What follows belongs to an exercise in optimizing a design on an open flow for small area, a short achievable clock period and few clock cycles; a production flow would make more cautious choices. Function was checked by simulation only, so behaviour that the tests miss may differ from the original. Power is estimated from default activity; no workload was simulated.

==> design.v <==
module CPU(
	input clk,
	input rst,
	output reg [15 : 0]PC,
	input  [31 : 0]instr,
	output [15 : 0]mem_addr,
	output [15 : 0]mem_data,
	output write,
	input  [15 : 0]mem_rdata,
	output [255 : 0]REGS,
	output halted
);
	reg [15 : 0] R [0 : 14];
	reg ZF, SF;
	reg halt_r, stuck_r;
	genvar gi;
	generate
		for (gi = 0; gi < 15; gi = gi + 1) begin : g_regs
			assign REGS[gi*16 +: 16] = R[gi];
		end
	endgenerate
	assign REGS[255 : 240] = 16'd0;
	assign halted = halt_r;
	reg        e_we1, e_we2, e_store, e_usesum, e_setcc, e_cin, e_w4;
	reg [1 : 0] e_op;              
	reg [3 : 0] e_d1, e_d2;
	reg [15 : 0] e_x, e_b, e_d;
	wire [15 : 0] sum = e_x + e_b + {15'd0, e_cin};
	reg  [15 : 0] v1;
	always @(*) begin
		case (e_op)
			2'd0: v1 = sum;
			2'd1: v1 = e_x & e_b;
			2'd2: v1 = e_x ^ e_b;
			default: v1 = 16'd1;
		endcase
	end
	assign mem_addr = e_usesum ? sum : R[4];
	assign mem_data = e_d;
	assign write = e_store;
	wire zf_l = e_setcc ? (v1 == 16'd0) : ZF;
	wire sf_l = e_setcc ? v1[15] : SF;
	wire [3 : 0] icode = instr[3 : 0];
	wire [3 : 0] ifun  = instr[7 : 4];
	wire [3 : 0] rA    = instr[11 : 8];
	wire [3 : 0] rB    = instr[15 : 12];
	wire [15 : 0] valC_r = instr[31 : 16];
	wire [15 : 0] valC_j = instr[23 : 8];
	wire i_halt  = icode == 4'd0;
	wire i_rrmov = icode == 4'd2;
	wire i_irmov = icode == 4'd3;
	wire i_rmmov = icode == 4'd4;
	wire i_mrmov = icode == 4'd5;
	wire i_opq   = icode == 4'd6;
	wire i_jxx   = icode == 4'd7;
	wire i_call  = icode == 4'd8;
	wire i_ret   = icode == 4'd9;
	wire i_push  = icode == 4'd10;
	wire i_pop   = icode == 4'd11;
	wire i_inv   = icode >= 4'd13;
	function [15 : 0] rd;
		input [3 : 0] idx;
		begin
			rd = (idx == 4'd15) ? 16'd0 : R[idx];
		end
	endfunction
	wire [15 : 0] a_eff = (e_we2 && e_d2 == rA) ? mem_rdata :
	                      (e_we1 && e_d1 == rA) ? v1 : rd(rA);
	wire [15 : 0] b_eff = (e_we2 && e_d2 == rB) ? mem_rdata :
	                      (e_we1 && e_d1 == rB) ? v1 : rd(rB);
	wire [15 : 0] s_eff = (e_we2 && e_d2 == 4'd4) ? mem_rdata :
	                      (e_we1 && e_d1 == 4'd4) ? v1 : R[4];
	wire cond = (ifun == 4'd0) || (ifun == 4'd1 && sf_l) ||
	            (ifun == 4'd2 && zf_l) || (ifun == 4'd3 && !zf_l);
	wire ret_stall = i_ret && (e_usesum || e_w4);
	wire run = !halt_r && !stuck_r;
	wire go  = run && !ret_stall;    
	wire [15 : 0] p8  = PC + 16'd8;
	wire [15 : 0] p16 = PC + 16'd16;
	wire [15 : 0] p24 = PC + 16'd24;
	wire [15 : 0] p32 = PC + 16'd32;
	reg  [15 : 0] valP;
	always @(*) begin
		case (icode)
			4'd2, 4'd6, 4'd10, 4'd11: valP = p16;
			4'd3, 4'd4, 4'd5:         valP = p32;
			4'd7, 4'd8:               valP = p24;
			default:                  valP = p8;
		endcase
	end
	wire [15 : 0] pc_next = i_ret ? mem_rdata :
	                        (i_call || (i_jxx && cond)) ? valC_j : valP;
	wire f_sub = i_opq && ifun == 4'd1;
	wire f_we1 = ((i_rrmov || i_irmov || i_opq) && rB != 4'd15) ||
	             i_push || i_pop || i_call || i_ret;
	wire [3 : 0] f_d1 = (i_push || i_pop || i_call || i_ret) ? 4'd4 : rB;
	wire f_we2 = (i_mrmov || i_pop) && rA != 4'd15;
	wire f_store = i_rmmov || i_push || i_call;
	wire f_usesum = i_rmmov || i_mrmov || i_push || i_call;
	wire f_w4 = (f_we1 && f_d1 == 4'd4) || (f_we2 && rA == 4'd4);
	reg [1 : 0] f_op;
	always @(*) begin
		if (i_opq)
			case (ifun)
				4'd0, 4'd1: f_op = 2'd0;
				4'd2: f_op = 2'd1;
				4'd3: f_op = 2'd2;
				default: f_op = 2'd3;
			endcase
		else
			f_op = 2'd0;
	end
	wire [15 : 0] f_x = (i_rrmov || i_opq) ? (a_eff ^ {16{f_sub}}) :
	                    (i_push || i_call) ? 16'hFFF8 :
	                    (i_pop || i_ret) ? 16'd8 : valC_r;
	wire [15 : 0] f_b = (i_rmmov || i_mrmov || i_opq) ? b_eff :
	                    (i_push || i_pop || i_call || i_ret) ? s_eff : 16'd0;
	wire [15 : 0] f_dd = i_call ? p24 : a_eff;
	integer k;
	always @(posedge clk) begin
		if (rst) begin
			PC <= 16'd0;
			halt_r <= 1'b0;
			stuck_r <= 1'b0;
			ZF <= 1'b0;
			SF <= 1'b0;
			e_we1 <= 1'b0;
			e_we2 <= 1'b0;
			e_store <= 1'b0;
			e_usesum <= 1'b0;
			e_setcc <= 1'b0;
			e_w4 <= 1'b0;
			for (k = 0; k < 15; k = k + 1)
				R[k] <= 16'd0;
		end else begin
			if (e_we1)
				R[e_d1] <= v1;
			if (e_we2)
				R[e_d2] <= mem_rdata;
			if (e_setcc) begin
				ZF <= v1 == 16'd0;
				SF <= v1[15];
			end
			if (go) begin
				if (i_halt)
					halt_r <= 1'b1;
				else if (i_inv)
					stuck_r <= 1'b1;
				else
					PC <= pc_next;
			end
			e_we1 <= go && f_we1;
			e_we2 <= go && f_we2;
			e_store <= go && f_store;
			e_usesum <= go && f_usesum;
			e_setcc <= go && i_opq;
			e_w4 <= go && f_w4;
		end
		e_op <= f_op;
		e_cin <= f_sub;
		e_d1 <= f_d1;
		e_d2 <= rA;
		e_x <= f_x;
		e_b <= f_b;
		e_d <= f_dd;
	end
endmodule
==> run.sh <==
#!/bin/bash
# synth_recipe.tcl (not shown) runs the flow's synth.tcl, then flattens the netlist and writes it again
# the make line also repeats each setting of config.mk as NAME=value (left out here)
make -C /OpenROAD-flow-scripts/flow DESIGN_CONFIG=/design/flow/config.mk WORK_HOME=/design/flow/orfs CLKGATE_MAP_FILE= SYNTH_SCRIPT=/design/flow/synth_recipe.tcl finish
==> config.mk <==
export PLATFORM = sky130hd
export DESIGN_NAME = CPU
export DESIGN_NICKNAME = CPU
export VERILOG_FILES = /design/flow/design.v
export SDC_FILE = /design/flow/constraint.sdc
export NUM_CORES = 4
export LEC_CHECK = 0
export CAP_MARGIN = 20
export CORE_MARGIN = 2
export CORE_UTILIZATION = 40
export PLACE_DENSITY = 0.6
export SETUP_SLACK_MARGIN = 0.5
export SLEW_MARGIN = 20
==> constraint.sdc <==
create_clock -name core_clock -period 10.0 [get_ports {clk}]
set_input_delay 2.0000 -clock core_clock [delete_from_list [all_inputs] [get_ports {clk}]]
set_output_delay 2.0000 -clock core_clock [all_outputs]
set_load 0.01 [all_outputs]
==> results of run 1 <==
-- sequential cells by signal, summed over array words and instances, names as in the netlist, 2 cells and up --
signal and flops:
e_op 2, e_x 16, e_d 16, e_d1 4, R 256, PC 16, e_b 16, e_d2 4
-- cells in the mapped netlist (32+ instances only) --
cell and count:
dfxtp_1 85, o21ai_0 289, o22ai_1 45, a21oi_1 100, mux4_2 160, clkbuf_1 193, inv_1 51, a211oi_1 32
edfxtp_1 256, nor2_1 118, nor3_1 46, nand2_1 316, xnor2_1 36
-- metal layers --
metal | up-vias | part of all wire [%] | global-route usage, % | routed length [um]
met5 | - | 0 | 0 | 0
met4 | 0 | 4.6 | 15.3 | 4630
met3 | 291 | 13 | 7.84 | 12900
met2 | 1733 | 45 | 53.3 | 45400
met1 | 10300 | 37 | 46.5 | 37300
li1 | 8521 | - | - | -
-- cells by family after synthesis --
| family | after synthesis |
|---|---|
| xor gates and xnor gates | 61 |
| buffers and inverters | 294 |
| adders and majority gates | 23 |
| other | 1 |
| and+or+nand+nor | 628 |
| muxes | 210 |
| AOI/OAI and AO/OA | 604 |
| DFF | 341 |
-- per-stage QoR --
stage | power [mW] | instance area [um^2] | setup slack, ns | instances
after floorplan | 2.21 | 22100 | 5.26 | 2177
after global placement | 2.64 | 25900 | 4.09 | 3027
after detailed placement | 2.65 | 25900 | 3.90 | 3027
after CTS | 4.15 | 27200 | 4.21 | 3097
after global routing | 4.28 | 27300 | 3.98 | 3099
final | 4.18 | 27300 | 4.23 | 3101
-- final timing paths --
kind | slack, ns | cells after the start | to | from
hold reg to reg | 0.50 | 2 | stuck_r | stuck_r
hold / removal | 0.50 | 2 | stuck_r | stuck_r
setup / recovery | 4.23 | 10 | mem_addr[14] | e_x[0]
setup reg to reg | 4.97 | 13 | PC[7] | e_x[0]
-- report_power, final --
part | total (mW) | switching (mW) | internal [mW]
registers | 1.71 | 0.108 | 1.60
clock network | 1.52 | 0.632 | 0.892
logic | 0.954 | 0.579 | 0.376
total | 4.18 | 1.32 | 2.86
-- area by class of cell --
cell class	count	share of cell area, %
inverter	56	0.771
sequential	341	34.4
multi-input combinational	1542	42.8
clock inverter	18	0.949
tap	696	3.19
timing repair buffer	394	13.9
clock buffer	52	3.94
antenna	2	0.0183
-- worst reg2reg max path, delay by kind of cell, from the launching register on --
| kind | cells | cell delay (ns) |
|---|---|---|
| compound gates | 7 | 2.49 |
| fa+ha+maj | 2 | 0.72 |
| buf+inv | 1 | 0.09 |
| flops | 1 | 0.36 |
| simple gates | 3 | 1.24 |
==> key figures, run 1 <==
Status
  • Status: complete, no violations

Global routing
  • Initial antenna violation count: 4
  • Pin count of the biggest net entering global routing: 57
  • Global Route Usage Sum: 34.5%
  • First-pass GRT wire length: 142000 um
  • Remaining global-route overflow: 0
  • Number of global-route vias before repair: 19700

Yosys
  • Synthesized flop and latch total: 341
  • Synthesized area per cell: 10.2 um^2
  • Post-Synth Simple-Gate Area: 12.9%
  • Cells after synthesis: 2162
  • Synth Area in Adders: 1.38%
  • Ranking of synthesized cells by area: edfxtp_1 35%, mux4_2 16%, dfxtp_1 7.7%, o21ai_0 6.6%, nand2_1 5.4%
  • Top FF cell, synth: edfxtp_1
  • Top-area cell type share of the netlist area: 34.9%
  • Dominant cell type by area after synthesis: edfxtp_1
  • Yosys warnings: 1
  • Mapped Area: 22000 um^2
  • Synth Area in XOR/XNOR: 2.43%
  • Largest family of logic cells by synthesized area: multiplexers
  • Synth Area in Compound Gates: 16.5%
  • Netlist cell types: 88
  • Multiplexer share of the synthesized area: 18.8%
  • Ys async rst share: 0%
  • Post-synth EDFFs: 256
  • Share of the yosys chip area belonging to registers: 42.6%

Hold path
  • Worst hold path class: reg -> reg

STA
  • F_max: 173 MHz
  • Hold Slack: 0.495 ns
  • Unrepaired setup endpoints after global routing: no
  • Min Tclk post-route: 5.77 ns
  • Measured slew at the worst slew-check pin: 1.24 ns
  • Fin crit share: 57.7%
  • Final Hold Fails: 0
  • Normalized max-slew margin: 17.1%
  • TNS Setup: 0 ns
  • Setup violations, final: 0
  • Slew Limit Fails: 0
  • Final Skew: 0.0259 ns

Die
  • Io pins: 356
  • CORE AREA: 54100 um^2
  • Die W: 239 um
  • Site row count: 85
  • Die area: 56900 um^2
  • Initial Util: 40.7%
  • Die Y: 239 um

Route
  • Vias per cell: 6.71
  • Drt total wl: 100000 um
  • ANT nets after route: 0
  • DRT Pass-1 Iters: 6
  • Detailed Route Iter0 Violations: 3385
  • Routed vias: 20800
  • DRC Markers: 0
  • Wire per inst: 32.3 um

Critical path
  • Delay-heaviest family, CP: compound AO/OA/AOI/OAI gates
  • Crit-path cells: fa_1 -> inv_1 -> fa_1 -> nor2b_1 -> o31a_1 -> o2111ai_1 -> o31a_1 -> xnor2_1 -> mux2_2 -> clkdlybuf4s50_1
  • Crit-path slowest cell: clkdlybuf4s50_1
  • Crit path largest cell delay: 0.48 ns
  • CP required: 8.00 ns
  • Kind of critical path: reg -> out
  • Setup crit end kind: output pin
  • CP Launch Type: register
  • Worst path bufs/invs: 2
  • CP Max Fanout: 4
  • CP Data Arrival Time: 3.77 ns

Layout
  • Number of fill cells: 4874
  • Commonest non-fill, non-tap cell in the layout: clkdlybuf4s50_1
  • Commonest non-fill, non-tap cells in the layout: 332 x clkdlybuf4s50_1, 315 x nand2_1, 282 x o21ai_0
  • Layout Nets: 2446
  • Synth-to-layout area growth: 23.9%
  • Multi-input logic area: 11700 um^2
  • Final core area utilization: 50.4%
  • Share of layout cells above drive strength 1: 14.8%
  • Flip-flop and latch area: 9390 um^2

Placed design
  • Port bufs: 339
  • Routability cong.: 0.960
  • Detailed placement HPWL: 71700 um

Power
  • Max VDD drop: 0.119 mV
  • Leakage: 9.21 nW
  • Cell Pwr Density: 153 nW/um^2

CTS
  • Setup bufs post-CTS: 0
  • Hold-fix buffers at CTS: 0
  • # H-tree levels: 2
  • Clock tree sinks: 341
  • Resize count post-CTS: 0
  • Longest Clk Path Bufs: 3
  • Root buffer selected by CTS: clkbuf_16
  • Worst-Skew Late Latency: 0.59 ns
  • Total CTS buffers: 38
  • Clock transition at path regs: 0.06 ns
  • CTS tree: yes

Flow run
  • Max-cap violations: 0
Testbench counts, summed over its fixed seeds: cycles 157,411.
==> run 2, diff against run 1 <==
--- a/design.v
+++ b/design.v
@@ -22,7 +22,7 @@
 	assign REGS[255 : 240] = 16'd0;
 	assign halted = halt_r;
-	reg        e_we1, e_we2, e_store, e_usesum, e_setcc, e_cin, e_w4;
+	reg        e_we1, e_wmem, e_wsp, e_store, e_usesum, e_setcc, e_cin, e_w4;
 	reg [1 : 0] e_op;              
-	reg [3 : 0] e_d1, e_d2;
+	reg [3 : 0] e_d1;
 	reg [15 : 0] e_x, e_b, e_d;
 	wire [15 : 0] sum = e_x + e_b + {15'd0, e_cin};
@@ -59,16 +59,15 @@
 	wire i_pop   = icode == 4'd11;
 	wire i_inv   = icode >= 4'd13;
+	wire [15 : 0] r4v = e_wsp ? sum : R[4];
 	function [15 : 0] rd;
 		input [3 : 0] idx;
 		begin
-			rd = (idx == 4'd15) ? 16'd0 : R[idx];
+			rd = (idx == 4'd15) ? 16'd0 : (idx == 4'd4) ? r4v : R[idx];
 		end
 	endfunction
-	wire [15 : 0] a_eff = (e_we2 && e_d2 == rA) ? mem_rdata :
-	                      (e_we1 && e_d1 == rA) ? v1 : rd(rA);
-	wire [15 : 0] b_eff = (e_we2 && e_d2 == rB) ? mem_rdata :
-	                      (e_we1 && e_d1 == rB) ? v1 : rd(rB);
-	wire [15 : 0] s_eff = (e_we2 && e_d2 == 4'd4) ? mem_rdata :
-	                      (e_we1 && e_d1 == 4'd4) ? v1 : R[4];
+	wire [15 : 0] wv = e_wmem ? mem_rdata : v1;
+	wire [15 : 0] a_eff = (e_we1 && e_d1 == rA) ? wv : rd(rA);
+	wire [15 : 0] b_eff = (e_we1 && e_d1 == rB) ? wv : rd(rB);
+	wire [15 : 0] s_eff = (e_we1 && e_d1 == 4'd4) ? wv : r4v;
 	wire cond = (ifun == 4'd0) || (ifun == 4'd1 && sf_l) ||
 	            (ifun == 4'd2 && zf_l) || (ifun == 4'd3 && !zf_l);
@@ -92,11 +91,11 @@
 	                        (i_call || (i_jxx && cond)) ? valC_j : valP;
 	wire f_sub = i_opq && ifun == 4'd1;
+	wire f_wmem = i_mrmov || i_pop;
 	wire f_we1 = ((i_rrmov || i_irmov || i_opq) && rB != 4'd15) ||
-	             i_push || i_pop || i_call || i_ret;
-	wire [3 : 0] f_d1 = (i_push || i_pop || i_call || i_ret) ? 4'd4 : rB;
-	wire f_we2 = (i_mrmov || i_pop) && rA != 4'd15;
+	             (f_wmem && rA != 4'd15) || i_push || i_call || i_ret;
+	wire [3 : 0] f_d1 = (i_push || i_call || i_ret) ? 4'd4 : f_wmem ? rA : rB;
 	wire f_store = i_rmmov || i_push || i_call;
 	wire f_usesum = i_rmmov || i_mrmov || i_push || i_call;
-	wire f_w4 = (f_we1 && f_d1 == 4'd4) || (f_we2 && rA == 4'd4);
+	wire f_w4 = (f_we1 && f_d1 == 4'd4) || i_pop;
 	reg [1 : 0] f_op;
 	always @(*) begin
@@ -117,5 +116,13 @@
 	                    (i_push || i_pop || i_call || i_ret) ? s_eff : 16'd0;
 	wire [15 : 0] f_dd = i_call ? p24 : a_eff;
+	wire [15 : 0] wbus = rst ? 16'd0 : wv;
 	integer k;
+	always @(posedge clk) begin
+		for (k = 0; k < 15; k = k + 1)
+			if (rst || (e_we1 && e_d1 == k))
+				R[k] <= wbus;
+			else if (k == 4 && e_wsp)
+				R[k] <= sum;
+	end
 	always @(posedge clk) begin
 		if (rst) begin
@@ -126,16 +133,10 @@
 			SF <= 1'b0;
 			e_we1 <= 1'b0;
-			e_we2 <= 1'b0;
+			e_wsp <= 1'b0;
 			e_store <= 1'b0;
 			e_usesum <= 1'b0;
 			e_setcc <= 1'b0;
 			e_w4 <= 1'b0;
-			for (k = 0; k < 15; k = k + 1)
-				R[k] <= 16'd0;
 		end else begin
-			if (e_we1)
-				R[e_d1] <= v1;
-			if (e_we2)
-				R[e_d2] <= mem_rdata;
 			if (e_setcc) begin
 				ZF <= v1 == 16'd0;
@@ -151,5 +152,5 @@
 			end
 			e_we1 <= go && f_we1;
-			e_we2 <= go && f_we2;
+			e_wsp <= go && i_pop;
 			e_store <= go && f_store;
 			e_usesum <= go && f_usesum;
@@ -160,5 +161,5 @@
 		e_cin <= f_sub;
 		e_d1 <= f_d1;
-		e_d2 <= rA;
+		e_wmem <= f_wmem;
 		e_x <= f_x;
 		e_b <= f_b;
==> key figures, run 2 <==
Die
  • Io pins: 356 (unchanged)
  • CORE AREA: 43400 um^2 (-20%)
  • Die W: 214 um (-10%)
  • Site row count: 76 (-11%)
  • Die area: 45900 um^2 (-19%)
  • Die Y: 214 um (-10%)
  • Initial Util: 40.7% (+0.057 points)

Yosys
  • Synth Area in Compound Gates: 24.6% (+8.2 points)
  • Dominant cell type by area after synthesis: edfxtp_1
  • Share of the yosys chip area belonging to registers: 49.2% (+6.6 points)
  • Synthesized area per cell: 9.98 um^2 (-2.0%)
  • Yosys warnings: 2 (+1)
  • Post-synth EDFFs: 224 (-13%)
  • Post-Synth Simple-Gate Area: 13.7% (+0.77 points)
  • Multiplexer share of the synthesized area: 4.12% (-15 points)
  • Top-area cell type share of the netlist area: 38.1% (+3.2 points)
  • Mapped Area: 17700 um^2 (-20%)
  • Synth Area in Adders: 1.71% (+0.34 points)
  • Cell with the most instances after synthesis: edfxtp_1
  • Netlist cell types: 88 (unchanged)
  • Synth Area in XOR/XNOR: 2.53% (+0.10 points)
  • Top FF cell, synth: edfxtp_1
  • Ranking of synthesized cells by area: edfxtp_1 38%, dfxtp_1 11%, a22oi_1 4.5%, o21ai_0 3.4%, a21oi_1 3.3%
  • Synthesized flop and latch total: 322 (-5.6%)
  • Ys async rst share: 0% (unchanged)
  • Synth top cells by count: 224 x edfxtp_1, 141 x nor2_1, 126 x nand2_1
  • Largest family of logic cells by synthesized area: compound AO/OA/AOI/OAI gates
  • Cells after synthesis: 1769 (-18%)

Power
  • Switching Power: 1.40 mW (+6.3%)
  • Reg power frac: 42.8% (+2.0 points)
  • Clock share of power: 33.1% (-3.3 points)
  • Switching Fraction: 33.0% (+1.5 points)
  • Leakage: 8.23 nW (-11%)
  • Internal: 2.84 mW (-0.82%)
  • Combinational fraction of design power: 24.1% (+1.3 points)
  • Max VDD drop: 0.171 mV (+44%)
  • Cell Pwr Density: 184 nW/um^2 (+20%)

Layout
  • Layout Nets: 2143 (-12%)
  • Commonest non-fill, non-tap cell in the layout: clkdlybuf4s50_1
  • Final Instance Area: 23100 um^2 (-15%)
  • Max FFs per register: 240 (-6.3%)
  • Number of fill cells: 3976 (-18%)
  • Synth-to-layout area growth: 30.9%
  • Commonest non-fill, non-tap cells in the layout: 338 x clkdlybuf4s50_1, 224 x edfxtp_1, 129 x nor2_1
  • Final core area utilization: 53.3% (+2.9 points)
  • Top reg by flops: R
  • Share of layout cells above drive strength 1: 9.40% (-5.4 points)

Route
  • Detailed Route Iter0 Violations: 2992 (-12%)
  • Vias per cell: 6.73 (+0.41%)
  • Wire per inst: 33.8 um (+4.7%)
  • Drt total wl: 90700 um (-9.5%)
  • DRC Markers: 0 (unchanged)
  • Routed vias: 18100 (-13%)
  • DRT Pass-1 Iters: 6 (unchanged)
  • ANT nets after route: 0 (unchanged)

Critical path
  • Kind of critical path: reg -> out
  • CP required: 8.00 ns (about the same)
  • Worst path bufs/invs: 2 (unchanged)
  • Reg2reg start: e_x[0]
  • Delay-heaviest family, CP: compound AO/OA/AOI/OAI gates
  • CP Data Arrival Time: 4.12 ns (+0.35 ns)
  • CP Launch Type: register
  • CP Max Fanout: 4 (unchanged)
  • Crit-path slowest cell: o41ai_1
  • Crit path top cell by count: fa_1
  • Register-to-register setup slack: 5.12 ns (+0.15 ns)
  • Crit-path cells: fa_1 -> inv_1 -> fa_1 -> nor2b_4 -> o21a_1 -> o21ai_0 -> o41ai_1 -> xor2_1 -> mux2_2 -> clkdlybuf4s50_1
  • Setup crit end kind: output pin
  • Reg2reg path depth: 13 (unchanged)
  • Crit Reg-Reg Endpoint: PC[6]
  • Crit path largest cell delay: 0.77 ns (+0.29 ns)

STA
  • Slew Limit Fails: 0 (unchanged)
  • Final Hold Fails: 0 (unchanged)
  • Normalized max-slew margin: 23.1% (+6.0 points)
  • F_max: 163 MHz (-5.6%)
  • Unrepaired setup endpoints after global routing: no
  • Hold Slack: 0.502 ns (+0.00694 ns)
  • Fin crit share: 61.2% (+3.4 points)
  • Min Tclk post-route: 6.12 ns (+0.342 ns)
  • Setup violations, final: 0 (unchanged)
  • Measured slew at the worst slew-check pin: 1.15 ns (-0.0902 ns)
  • TNS Setup: 0 ns (unchanged)
  • Final Skew: 0.0395 ns (+0.0136 ns)

Global routing
  • Number of global-route vias before repair: 17100 (-13%)
  • Initial antenna violation count: 3 (-1)
  • Remaining global-route overflow: 0 (unchanged)
  • Global Route Usage Sum: 37.9% (+3.5 points)
  • First-pass GRT wire length: 127000 um (-10%)
  • Pin count of the biggest net entering global routing: 44 (-23%)

Placed design
  • Detailed placement HPWL: 66600 um (-7.1%)
  • Port bufs: 339 (unchanged)
  • Post-DP Area: 21900 um^2 (-16%)
  • Routability cong.: 0.994 (+3.5%)

Hold path
  • Worst hold start: halt_r
  • Min-Delay Path Depth: 1 (-1)
  • Worst hold path class: reg -> reg
  • Hold EP: halt_r

CTS
  • # H-tree levels: 2 (unchanged)
  • Longest Clk Path Bufs: 3 (unchanged)
  • Root buffer selected by CTS: clkbuf_16
  • Clock transition at path regs: 0.06 ns (about the same)
  • Hold-fix buffers at CTS: 0 (unchanged)
  • Setup bufs post-CTS: 0 (unchanged)
  • Worst-Skew Late Latency: 0.60 ns (about the same)
  • Total CTS buffers: 37 (-2.6%)
  • CTS tree: yes
  • Resize count post-CTS: 0 (unchanged)
  • Clock tree sinks: 322 (-5.6%)

Flow run
  • Max-cap violations: 0 (unchanged)

Status
  • Status: complete, no violations
## run 2: how the worst max path moves through the flow
stage | from | to | slack, ns | cells past startpoint
floorplan | instr[8] | e_x[3] | 5.58 | 8
global placement | instr[9] | e_x[8] | 4.13 | 10
detailed placement | instr[9] | e_x[8] | 4.04 | 10
CTS | e_x[0] | mem_addr[14] | 3.93 | 10
global route | e_cin | mem_addr[14] | 3.79 | 10
finish | e_x[0] | mem_addr[14] | 3.88 | 10
## run 2: power groups by stage
| stage | Combinational [mW] | Clock, mW | Sequential [mW] |
|---|---|---|---|
| 6_report | 1.02 | 1.41 | 1.82 |
| 5_1_grt | 1.07 | 1.46 | 1.82 |
| 4_1_cts | 0.999 | 1.41 | 1.81 |
| 3_5_place_dp | 0.993 | 0 | 1.83 |
| 3_3_place_gp | 0.993 | 0 | 1.84 |
| 2_1_floorplan | 0.437 | 0 | 1.78 |
## run 2: through the flow
| step | std cells | setup slack [ns] | power (mW) |
|---|---|---|---|
| floorplan | 1784 | 5.58 | 2.21 |
| global placement | 2616 | 4.13 | 2.84 |
| detailed placement | 2616 | 4.04 | 2.82 |
| CTS | 2681 | 3.93 | 4.21 |
| global route | 2681 | 3.79 | 4.35 |
| finish | 2682 | 3.88 | 4.24 |
## run 2: cell families after synthesis
logic type,count (synthesis)
and+or+nand+nor,501
xor gates and xnor gates,51
DFF,322
other,1
buffers and inverters,176
adders and majority gates,23
muxes,69
AOI/OAI and AO/OA,626
## run 2: cell type report
class	count	area (um^2)	share of cell area, %
inverter	29	109	0.471
clock inverter	20	274	1.19
clock buffer	45	966	4.18
multi-input combinational	1286	8540	37.0
tap	585	732	3.17
sequential	322	8690	37.6
timing repair buffer	394	3800	16.4
antenna	1	2.50	0.0108
## run 2: per-layer routing
layer	routed length, um	vias to the layer above	track usage (%)	share of wire, %
met2	40800	1500	60.0	45
met1	34500	8793	49.6	38
li1	-	7461	-	-
met5	0	-	0	0
met4	4890	0	17.5	5.4
met3	10500	306	8.55	12
Testbench counts of run 2, summed over its fixed seeds: cycles 157,411.
==> run 3, diff against run 2 <==
--- a/config.mk
+++ b/config.mk
@@ -9,5 +9,6 @@
 export CORE_MARGIN = 2
 export CORE_UTILIZATION = 40
+export CTS_BUF_LIST = sky130_fd_sc_hd__clkbuf_4 sky130_fd_sc_hd__clkbuf_8
 export PLACE_DENSITY = 0.6
-export SETUP_SLACK_MARGIN = 0.5
+export SETUP_SLACK_MARGIN = 5
 export SLEW_MARGIN = 20
==> key figures, run 3 <==
Yosys
  • Ys async rst share: 0% (unchanged)
  • Synthesized flop and latch total: 322 (unchanged)
  • Cell with the most instances after synthesis: edfxtp_1
  • Mapped Area: 17700 um^2 (unchanged)
  • Ranking of synthesized cells by area: edfxtp_1 38%, dfxtp_1 11%, a22oi_1 4.5%, o21ai_0 3.4%, a21oi_1 3.3%
  • Dominant cell type by area after synthesis: edfxtp_1
  • Top FF cell, synth: edfxtp_1
  • Cells after synthesis: 1769 (unchanged)
  • Yosys warnings: 2 (unchanged)
  • Share of the yosys chip area belonging to registers: 49.2% (unchanged)
  • Top-area cell type share of the netlist area: 38.1% (unchanged)
  • Synthesized area per cell: 9.98 um^2 (unchanged)
  • Netlist cell types: 88 (unchanged)
  • Post-synth EDFFs: 224 (unchanged)
  • Synth top cells by count: 224 x edfxtp_1, 141 x nor2_1, 126 x nand2_1

Layout
  • Max FFs per register: 240 (unchanged)
  • Number of fill cells: 3951 (-0.63%)
  • N_diodes: 0 (-1)
  • Synth-to-layout area growth: 32.6%
  • Top reg by flops: R
  • Commonest non-fill, non-tap cells in the layout: 324 x clkdlybuf4s50_1, 224 x edfxtp_1, 129 x nor2_1
  • Final core area utilization: 54.0% (+0.71 points)
  • Layout Nets: 2180 (+1.7%)
  • Final Instance Area: 23400 um^2 (+1.3%)
  • Share of layout cells above drive strength 1: 14.0% (+4.6 points)
  • Commonest non-fill, non-tap cell in the layout: clkdlybuf4s50_1

Global routing
  • Number of global-route vias before repair: 17500 (+2.2%)
  • Remaining global-route overflow: 0 (unchanged)
  • First-pass GRT wire length: 128000 um (+0.75%)
  • Initial antenna violation count: 3 (unchanged)
  • Global Route Usage Sum: 38.2% (+0.21 points)
  • Pin count of the biggest net entering global routing: 44 (unchanged)

CTS
  • Worst-Skew Late Latency: 0.67 ns (+0.07 ns)
  • # H-tree levels: 2 (unchanged)
  • Total CTS buffers: 54 (+46%)
  • Longest Clk Path Bufs: 3 (unchanged)
  • Clock tree sinks: 322 (unchanged)
  • Root buffer selected by CTS: clkbuf_8
  • Hold-fix buffers at CTS: 0 (unchanged)
  • CTS tree: yes
  • Clock transition at path regs: 0.06 ns (about the same)

STA
  • Fin crit share: 51.5% (-9.7 points)
  • Setup violations, final: 0 (unchanged)
  • Min Tclk post-route: 5.15 ns (-0.971 ns)
  • Slew Limit Fails: 0 (unchanged)
  • TNS Setup: 0 ns (unchanged)
  • Final Hold Fails: 0 (unchanged)
  • Unrepaired setup endpoints after global routing: yes
  • Normalized max-slew margin: 26.3% (+3.2 points)
  • Measured slew at the worst slew-check pin: 1.10 ns (-0.0476 ns)
  • Final Skew: 0.0497 ns (+0.0102 ns)
  • Worst setup margin: 4.85 ns (+0.971 ns)
  • F_max: 194 MHz (+19%)

Placed design
  • Post-place setup slack: 4.04 ns (unchanged)
  • Detailed placement HPWL: 66600 um (unchanged)
  • Post-DP Area: 21900 um^2 (unchanged)
  • Port bufs: 339 (unchanged)
  • Routability cong.: 0.994 (unchanged)

Die
  • Initial Util: 40.7% (unchanged)
  • Die Y: 214 um (unchanged)
  • Site row count: 76 (unchanged)
  • Io pins: 356 (unchanged)
  • CORE AREA: 43400 um^2 (unchanged)
  • Die W: 214 um (unchanged)
  • Die area: 45900 um^2 (unchanged)

Critical path
  • Kind of critical path: reg -> out
  • CP Launch Type: register
  • Crit path top cell by count: fa_2
  • Crit-path slowest cell: fa_2
  • Delay-heaviest family, CP: adder cells
  • CP required: 8.00 ns (about the same)
  • CP Max Fanout: 3 (-1)
  • Crit path largest cell delay: 0.39 ns (-0.38 ns)
  • Worst path bufs/invs: 3 (+1)
  • Setup crit end kind: output pin
  • Crit-path cells: fa_2 -> inv_2 -> fa_2 -> nor2b_4 -> o21a_4 -> o21ai_4 -> o41ai_2 -> buf_4 -> xor2_2 -> mux2_2 -> dlygate4sd2_1
  • CP Data Arrival Time: 3.15 ns (-0.97 ns)

Route
  • Drt total wl: 91400 um (+0.83%)
  • DRC Markers: 0 (unchanged)
  • Routed vias: 18300 (+1.2%)
  • ANT nets after route: 0 (unchanged)
  • Wire per inst: 33.4 um (-1.1%)
  • DRT Pass-1 Iters: 7 (+1)
  • Detailed Route Iter0 Violations: 2802 (-6.4%)
  • Vias per cell: 6.69 (-0.72%)

Flow run
  • Max-cap violations: 0 (unchanged)

Power
  • Cell Pwr Density: 176 nW/um^2 (-4.0%)
  • Total power: 4.12 mW (-2.8%)
  • Leakage: 8.45 nW (+2.7%)
  • Max VDD drop: 0.129 mV (-25%)

Status
  • Status: complete, no violations

Hold path
  • Worst hold path class: reg -> reg
run 3: cell count changes in the layout (fill, tap and decap cells not counted), sizes merged, moves of 2 or more:
| cell | delta |
|---|---|
| clkinvlp | +2 |
| buf | +23 |
| clkdlybuf4s50 | -14 |
| inv | -3 |
| dlymetal6s2s | +3 |
| clkinv | +5 |
| clkbuf | +34 |
| dlygate4sd2 | +3 |
run 3: cells by family (layout without fill, tap and decap cells):
kind of cell | Yosys count | count (layout) | share of synthesized area (%)
muxes | 69 | 69 | 4.12
xor gates and xnor gates | 51 | 51 | 2.53
DFF | 322 | 322 | 49.2
adders and majority gates | 23 | 23 | 1.71
buffers and inverters | 176 | 541 | 4.12
AOI/OAI and AO/OA | 626 | 626 | 24.6
other | 1 | 16 | 0.0212
and+or+nand+nor | 501 | 501 | 13.7
run 3: per-stage QoR:
step	cells	hold slack, ns
2_1_floorplan	1784	0.460
3_3_place_gp	2616	0.492
3_5_place_dp	2616	0.496
4_1_cts	2730	0.515
5_1_grt	2734	0.546
6_report	2734	0.501
run 3: where the power goes:
part | switching (mW) | internal [mW] | total [mW]
Sequential | 0.209 | 1.61 | 1.82
Clock | 0.569 | 0.677 | 1.25
Combinational | 0.614 | 0.446 | 1.06
run 3: final timing paths:
check / endpoint / slack [ns] / depth (start not counted) / startpoint
setup / recovery: mem_addr[14] / 4.85 / 11 / e_x[0]
hold / removal: halt_r / 0.50 / 1 / halt_r
setup reg to reg: PC[6] / 5.70 / 13 / e_x[0]
hold reg to reg: halt_r / 0.50 / 1 / halt_r
run 3: timing repair:
item / 4_1_cts / 5_1_grt
gates resized for setup: 80 / 21
buffers inserted: 16 / 3
pin swaps: 17 / 9
endpoints found under the setup margin: 21 / 31
gates cloned: 0 / 0
run 3: area by class of cell:
| cell class | instances | area (um^2) | area share (%) |
|---|---|---|---|
| Sequential cell | 322 | 8700 | 37.1 |
| Clock inverter | 23 | 194 | 0.828 |
| Clock buffer | 75 | 926 | 3.95 |
| Tap cell | 585 | 732 | 3.13 |
| Timing Repair Buffer | 414 | 3930 | 16.8 |
| Inverter | 29 | 109 | 0.465 |
| Multi-Input combinational cell | 1286 | 8830 | 37.7 |
run 3: worst register-to-register path, delay by kind of cell, from the launching register on:
family	cells	cell delay (ns)
adders and majority gates	1	0.41
and+or+nand+nor	5	1.26
AOI/OAI and AO/OA	5	1.93
DFF	1	0.33
buffers and inverters	2	0.28
run 3: routing by layer:
| layer | vias up | share of wire [%] | track usage (%) |
|---|---|---|---|
| li1 | 7540 | - | - |
| met2 | 1582 | 44 | 59.8 |
| met1 | 8809 | 38 | 49.4 |
| met4 | 4 | 6.2 | 20.0 |
| met5 | - | 0.025 | 0 |
| met3 | 343 | 12 | 8.54 |

-- static timing again, ports no longer ideal --
Ports are ideal in the flow. The routed layouts listed here were re-timed in OpenROAD. Step 1, drivers: a clkbuf_16 drives clk and a buf_2 each remaining input, both assumed. Step 2, shift: input delay + t, output delay - t, t = (earliest + latest rising clock arrival at the registers) / 2. This alone moves slack from input paths to output paths. Slacks: no drivers / after step 1 / after step 2; pairs: no drivers / after step 1.
run	t (ns)	setup slack, ns	latest minus earliest clock arrival (ns)	worst register clock-pin slew, ns
run 1	0.646	4.225 / 4.158 / 3.719	0.025 / 0.026	0.07 / 0.07
run 2	0.639	3.883 / 3.828 / 3.920	0.040 / 0.041	0.08 / 0.08
run 3	0.700	4.854 / 4.798 / 4.341	0.050 / 0.049	0.07 / 0.07
After both steps setup and hold are still met in every run listed. The setup slack of run 3, which loses most, moves by -0.056 ns with the drivers and by -0.513 ns with both steps.
